This is an optimization exercise on Yosys and OpenROAD, whose aim is small area and a short achievable clock period, not a production implementation. The clock input has no modelled driver; a real chip could not lean on it and would need a root buffer or a full tree. Power and IR drop assume default switching activity.

==> flow/design.v <==
module FIFO(
	input [7:0] DATA_IN,
	input READ, WRITE, CLEAR_N, RESET_N, CLOCK,
	output reg [7:0] DATA_OUT,
	output reg [4:0] USE_DW,
	output reg F_FULL_N, F_EMPTY_N
);
reg [255:0] sr;       
reg [7:0]   pd;       
reg         pv;       
reg [31:0]  sel;      
reg [31:0]  rd;        
reg [3:0]   rdq;       
reg         rdp;      
wire rst_n = RESET_N & CLEAR_N;
wire rst   = ~rst_n;
wire wa = WRITE & (READ ? F_EMPTY_N : F_FULL_N);
wire rr = READ & F_EMPTY_N;
always @(posedge CLOCK) begin
	pd <= DATA_IN;
	pv <= wa & ~rst;
end
always @(posedge CLOCK)
	if (pv)
		sr <= {sr[247:0], pd};
wire [31:0] sel_r1 = ({32{pv}} & sel) | ({32{~pv}} & {sel[0], sel[31:1]});    
wire [31:0] sel_r0 = ({32{pv}} & {sel[30:0], sel[31]}) | ({32{~pv}} & sel);   
always @(posedge CLOCK)
	sel <= ({32{rst_n}} & (({32{rr}} & sel_r1) | ({32{~rr}} & sel_r0))) | {rst, 31'd0};
reg [31:0] oldest;
integer s, q;
always @* begin
	oldest = 32'd0;
	for (s = 0; s < 32; s = s + 1)
		oldest[8*(s/8) +: 8] = oldest[8*(s/8) +: 8] | ({8{sel[s]}} & sr[8*s +: 8]);
end
always @(posedge CLOCK) begin
	rd <= oldest;
	for (q = 0; q < 4; q = q + 1)
		rdq[q] <= |sel[8*q +: 8];
	rdp <= pv & sel[31];
end
reg [7:0] rdsel;
always @* begin
	rdsel = 8'd0;
	for (q = 0; q < 4; q = q + 1)
		rdsel = rdsel | ({8{rdq[q]}} & rd[8*q +: 8]);
end
always @(posedge CLOCK)
	if (~F_EMPTY_N & WRITE & READ)
		DATA_OUT <= DATA_IN;
	else if (rdp)
		DATA_OUT <= sr[7:0];
	else
		DATA_OUT <= rdsel;
reg [3:0] nlo;
reg [7:0] nhi;
function [4:0] enc;
	input [3:0] l;
	input [7:0] h;
	begin
		enc[0] = l[1] | l[3];
		enc[1] = l[2] | l[3];
		enc[2] = h[1] | h[3] | h[5] | h[7];
		enc[3] = h[2] | h[3] | h[6] | h[7];
		enc[4] = h[4] | h[5] | h[6] | h[7];
	end
endfunction
wire inc  = WRITE & ~READ & F_FULL_N;
wire dec  = READ & ~WRITE & F_EMPTY_N;
wire hold = ~inc & ~dec;
wire [3:0] nlo_up = {nlo[2:0], nlo[3]};
wire [7:0] nhi_up = nlo[3] ? {nhi[6:0], nhi[7]} : nhi;
wire [3:0] nlo_dn = {nlo[0], nlo[3:1]};
wire [7:0] nhi_dn = nlo[0] ? {nhi[0], nhi[7:1]} : nhi;
wire [4:0] cnt_up = enc(nlo_up, nhi_up);
wire [4:0] cnt_dn = enc(nlo_dn, nhi_dn);
wire       c31 = nlo[3] & nhi[7];    
wire       c1  = nlo[1] & nhi[0];    
always @(posedge CLOCK) begin
	nlo       <= {3'b000, rst} | ({4{rst_n}} & (({4{inc}} & nlo_up) | ({4{dec}} & nlo_dn) | ({4{hold}} & nlo)));
	nhi       <= {7'b0, rst} | ({8{rst_n}} & (({8{inc}} & nhi_up) | ({8{dec}} & nhi_dn) | ({8{hold}} & nhi)));
	USE_DW    <= {5{rst_n}} & (({5{inc}} & cnt_up) | ({5{dec}} & cnt_dn) | ({5{hold}} & USE_DW));
	F_FULL_N  <= ~(rst_n & ((inc & c31) | (hold & ~F_FULL_N)));
	F_EMPTY_N <= rst_n & ~((dec & c1) | (hold & ~F_EMPTY_N));
end
endmodule
clock: 2.5 ns
lec_check: 0
cap_margin: 20
core_margin: 2
core_utilization: 60
cts_buf_list: sky130_fd_sc_hd__clkbuf_8
cts_cluster_diameter: 60
cts_cluster_size: 18
setup_slack_margin: 1.2
slew_margin: 20
standard.sh (not shown) runs the stock make flow with config.mk's settings and CLKGATE_MAP_FILE= SYNTH_SCRIPT=/design/flow/synth_recipe.tcl, a recipe that flattens the netlist after the stock synthesis.
==> flow/flow/run.sh <==
#!/bin/bash
# Standard ORFS layout, except that the clock tree is built by manual_cts.tcl:
# a two-level inverter tree (one root inverter, one leaf inverter per cluster
# of flip-flops) in place of TritonCTS's buffer tree.
set -euo pipefail
here=$(cd "$(dirname "$0")" && pwd)
export PRE_CTS_TCL="$here/manual_cts.tcl"
export PRE_RESIZE_TCL="$here/max_fanout.tcl"
export BUFFER_PORTS_ARGS="-buffer_cell sky130_fd_sc_hd__buf_2"
bash standard.sh > standard.log 2>&1
Other scripts of this flow, unchanged in this note and not shown: flow/flow/manual_cts.tcl, flow/flow/max_fanout.tcl
The starting point produced a clean layout.
Edit:
--- a/flow/design.v
+++ b/flow/design.v
@@ -54,34 +54,21 @@
 	else
 		DATA_OUT <= rdsel;
-reg [3:0] nlo;
-reg [7:0] nhi;
-function [4:0] enc;
-	input [3:0] l;
-	input [7:0] h;
-	begin
-		enc[0] = l[1] | l[3];
-		enc[1] = l[2] | l[3];
-		enc[2] = h[1] | h[3] | h[5] | h[7];
-		enc[3] = h[2] | h[3] | h[6] | h[7];
-		enc[4] = h[4] | h[5] | h[6] | h[7];
+wire n31 = pv ? sel[29] : sel[30];
+wire n1  = pv ? sel[31] : sel[0];
+wire inc = WRITE & ~READ & F_FULL_N;
+wire dec = READ & ~WRITE & F_EMPTY_N;
+always @(posedge CLOCK)
+	if (rst) begin
+		USE_DW    <= 5'd0;
+		F_FULL_N  <= 1'b1;
+		F_EMPTY_N <= 1'b0;
+	end else if (inc) begin
+		USE_DW    <= USE_DW + 5'd1;
+		F_FULL_N  <= ~n31;
+		F_EMPTY_N <= 1'b1;
+	end else if (dec) begin
+		USE_DW    <= USE_DW - 5'd1;
+		F_FULL_N  <= 1'b1;
+		F_EMPTY_N <= ~n1;
 	end
-endfunction
-wire inc  = WRITE & ~READ & F_FULL_N;
-wire dec  = READ & ~WRITE & F_EMPTY_N;
-wire hold = ~inc & ~dec;
-wire [3:0] nlo_up = {nlo[2:0], nlo[3]};
-wire [7:0] nhi_up = nlo[3] ? {nhi[6:0], nhi[7]} : nhi;
-wire [3:0] nlo_dn = {nlo[0], nlo[3:1]};
-wire [7:0] nhi_dn = nlo[0] ? {nhi[0], nhi[7:1]} : nhi;
-wire [4:0] cnt_up = enc(nlo_up, nhi_up);
-wire [4:0] cnt_dn = enc(nlo_dn, nhi_dn);
-wire       c31 = nlo[3] & nhi[7];    
-wire       c1  = nlo[1] & nhi[0];    
-always @(posedge CLOCK) begin
-	nlo       <= {3'b000, rst} | ({4{rst_n}} & (({4{inc}} & nlo_up) | ({4{dec}} & nlo_dn) | ({4{hold}} & nlo)));
-	nhi       <= {7'b0, rst} | ({8{rst_n}} & (({8{inc}} & nhi_up) | ({8{dec}} & nhi_dn) | ({8{hold}} & nhi)));
-	USE_DW    <= {5{rst_n}} & (({5{inc}} & cnt_up) | ({5{dec}} & cnt_dn) | ({5{hold}} & USE_DW));
-	F_FULL_N  <= ~(rst_n & ((inc & c31) | (hold & ~F_FULL_N)));
-	F_EMPTY_N <= rst_n & ~((dec & c1) | (hold & ~F_EMPTY_N));
-end
 endmodule
Result: Area after synthesis drops by 3.4%. Critical path depth goes up by 2. Clock power went down by about 3%. Worst setup slack loses 270 ps. Cell count goes down by 4.4%. Final area decreases by 0.61%. Die area came out lower by 3.3%. Sequential power shrinks by 3.1%. First-iteration DRC count fell by 13%. Synthesized cell count drops by 9.2%. Maximum frequency goes down by 15%. Global-route usage went down by 0.43 points. Combinational power came out higher by 25%. Routed wire length goes down by 1.6%.
No run of this note included a check of the RTL's function; only the layout flow was run. In every run of this note, the design's own scripts or RTL, not TritonCTS, make the clock network.

re-timing with driven ports:
In the flow no input, the clock included, has a driving cell. The finished layouts below were timed again as built, in two steps. Step 1 sets driving cells, clkbuf_16 on the clock port and buf_2 on the other inputs (assumed; they add their load-dependent delay and slew). Step 2 adds t to the input delays and takes it off the output delays; t is the mean of the earliest and latest rising clock arrival at the registers after step 1. Input paths then give back, and output paths get back, about the clock's delay inside the block. Three values: ideal, step 1, step 2; two values: the first two.
run	t (ns)	slack for setup (ns)	slew at the worst register clock pin (ns)
the first run	0.306	1.036 / 1.097 / 0.851	0.09 / 0.09
the second run	0.299	0.767 / 0.867 / 0.568	0.09 / 0.09
After both steps setup and hold are still met in every run listed. For the second run, which loses most, drivers alone change the setup slack by +0.100 ns; drivers and shift together by -0.199 ns.
